This is an optimization exercise on Yosys and OpenROAD, whose aim is small area and a short achievable clock period, not a production implementation. In this exercise RTL edits were held to simulation tests only and were not proved equivalent to the original.

== run E ==
// FirSymmetry
module FirSymmetry (
  input               io_input_valid,
  output              io_input_ready,
  input      [7:0]    io_input_payload,
  output              io_output_valid,
  input               io_output_ready,
  output     [21:0]   io_output_payload,
  input               clk,
  input               reset
);
Settings: LEC_CHECK=0, CAP_MARGIN=20, CORE_MARGIN=2, CORE_UTILIZATION=40, SLEW_MARGIN=20, SYNTH_HIERARCHICAL=1; clock period 18.0 ns.
run.sh (not shown) runs the stock make flow with config.mk's settings and CLKGATE_MAP_FILE= SYNTH_SCRIPT=/design/flow/synth_recipe.tcl, a recipe that flattens the netlist after the stock synthesis.
Run E: full flow OK, the timing, DRC and antenna checks passed
What run D does differently from run E at the input level:
==> flow/flow/run.sh (new file) <==
#!/bin/bash
# Standard ORFS layout, but with fast port buffers (buf_2 on every input and
# output port instead of the default the resizer picks).
set -euo pipefail
export BUFFER_PORTS_ARGS="-buffer_cell sky130_fd_sc_hd__buf_2"
bash standard.sh finish > standard.log 2>&1
==> flow/standard.sh (new file) <==
#!/bin/bash
# synth_recipe.tcl (not shown) runs the flow's synth.tcl, then flattens the netlist and writes it again
# the make line also repeats each setting of config.mk as NAME=value (left out here)
make -C /OpenROAD-flow-scripts/flow DESIGN_CONFIG=/design/flow/config.mk WORK_HOME=/design/flow/orfs CLKGATE_MAP_FILE= SYNTH_SCRIPT=/design/flow/synth_recipe.tcl "${@:-finish}"
removed: flow/run.sh
--- outcome ---
- Relative to run E, the global-route wire length before repair of run D is higher by about 0.5%.
- Diff run E..run D | cell area after layout | negligible
- The met3 global-route usage of run D falls short of that of run E by 1.3 points.
- Delay of the slowest cell on the worst path (lower): run D

== run A ==
Another version of the RTL of FirSymmetry (not shown whole).
For scale: roughly 47,000 sq um of cells after synthesis.
==> flow/design.v (excerpt) <==
module FirSymmetry (
  input               io_input_valid,
  output              io_input_ready,
  input      [7:0]    io_input_payload,
  output              io_output_valid,
  input               io_output_ready,
  output     [21:0]   io_output_payload,
  input               clk,
  input               reset
);
Settings: LEC_CHECK=0, CAP_MARGIN=20, CORE_MARGIN=2, CORE_UTILIZATION=55, CTS_BUF_LIST=sky130_fd_sc_hd__clkbuf_16, CTS_CLUSTER_DIAMETER=120, CTS_CLUSTER_SIZE=25, SLEW_MARGIN=20, SYNTH_HIERARCHICAL=1; clock period 18.0 ns.
standard.sh (not shown) runs the stock make flow with config.mk's settings and CLKGATE_MAP_FILE= SYNTH_SCRIPT=/design/flow/synth_recipe.tcl, a recipe that flattens the netlist after the stock synthesis.
==> flow/flow/run.sh <==
#!/bin/bash
# Standard ORFS layout with three changes to how the control paths are laid out:
#  - every port buffer is a buf_2 (the resizer's default pick is a slow delay buffer),
#  - the five control pins (valid/ready/reset) are placed next to each other,
#  - before detailed placement, the shift-enable buffer tree under io_output_ready
#    is moved behind one extra buffer, so the port buffer only drives
#    io_input_ready's buffer, the io_output_valid gate and that tree buffer.
# Each step's full output is in standard.log (and ORFS's own logs under orfs/logs).
set -euo pipefail
HERE=$(pwd)
export BUFFER_PORTS_ARGS="-buffer_cell sky130_fd_sc_hd__buf_2"
export PRE_IO_PLACEMENT_TCL=$HERE/flow/io_pins.tcl
export PRE_DETAIL_PLACE_TCL=$HERE/flow/io_fix.tcl
bash standard.sh finish > standard.log 2>&1
==> flow/flow/io_pins.tcl <==
# keep the control pins together, in the middle of the left edge, so the
# valid/ready paths stay short and the shift-enable tree starts near the centre
set die [[ord::get_db_block] getDieArea]
set dbu [[ord::get_db_tech] getDbUnitsPerMicron]
set ymid [expr {([$die yMin] + [$die yMax]) / 2.0 / $dbu}]
set y0 [expr {int($ymid - 15)}]
set y1 [expr {int($ymid + 15)}]
set_io_pin_constraint -group -order -region left:$y0-$y1 \
  -pin_names {io_input_valid reset io_output_valid io_input_ready io_output_ready}
Other scripts of this flow, unchanged in this note and not shown: flow/flow/io_fix.tcl
## Diff of input files: run B against run A
- CTS_CLUSTER_SIZE changed from 25 to 22
- CORE_UTILIZATION changed from 55 to 40
Findings:
- The number of CTS-inserted buffers in run B is 1.11 times that in run A.
- On slew at the pin closest to its max-slew limit: between run B and run A, it ends up lower for run A.
- [compare] base=run A new=run B: delay of the slowest critical-path stage -0.02 ns, post-route standard cell area excluding fillers saw an increase.
- The run with more setup slack is run B; run A has less.
--- input diff run B..run C ---
- CORE_UTILIZATION changed from 40 to 55
==> flow/flow/io_pins.tcl <==
# keep the control pins together so the valid/ready paths stay short
set_io_pin_constraint -group -order -pin_names {io_input_valid reset io_output_valid io_input_ready io_output_ready}
- NOTE: post-route non-filler standard cell count in run C falls short of that of run B
- The higher count of inserted tapcells came out of run B.
- For the post-layout minimum cycle time, run C came in 0.35 ns higher than run B did.
- Diff run C..run B | sequential cell count | unchanged

## separate check: timing with driven ports
In the flow no input, the clock included, has a driving cell. The finished layouts below were timed again as built, in two steps. Step 1 assumes that a clkbuf_16 drives the clock port and a buf_2 every other input. Step 2 times the ports against the registers' clock, not the clock port: input delays grow and output delays shrink by t, the midpoint of the rising clock arrivals with the driver on. a / b / c = ideal / step 1 / step 2; a / b = the first two.
run	shift t [ns]	slack for setup (ns)	worst setup path after step 2	cell pins on the clock port's net
run E	0.756	9.227 / 9.177 / 9.177	input to output	1
run D	0.757	9.711 / 9.662 / 9.662	input to output	1
run A	0.688	10.247 / 10.219 / 10.219	input to output	1
run B	0.714	10.271 / 10.243 / 9.799	input to register	1
run C	0.693	9.920 / 9.940 / 9.247	input to register	1
After both steps every run listed still meets setup and hold. The setup slack of run C, which loses most, moves by +0.020 ns with the drivers and by -0.673 ns with both steps.
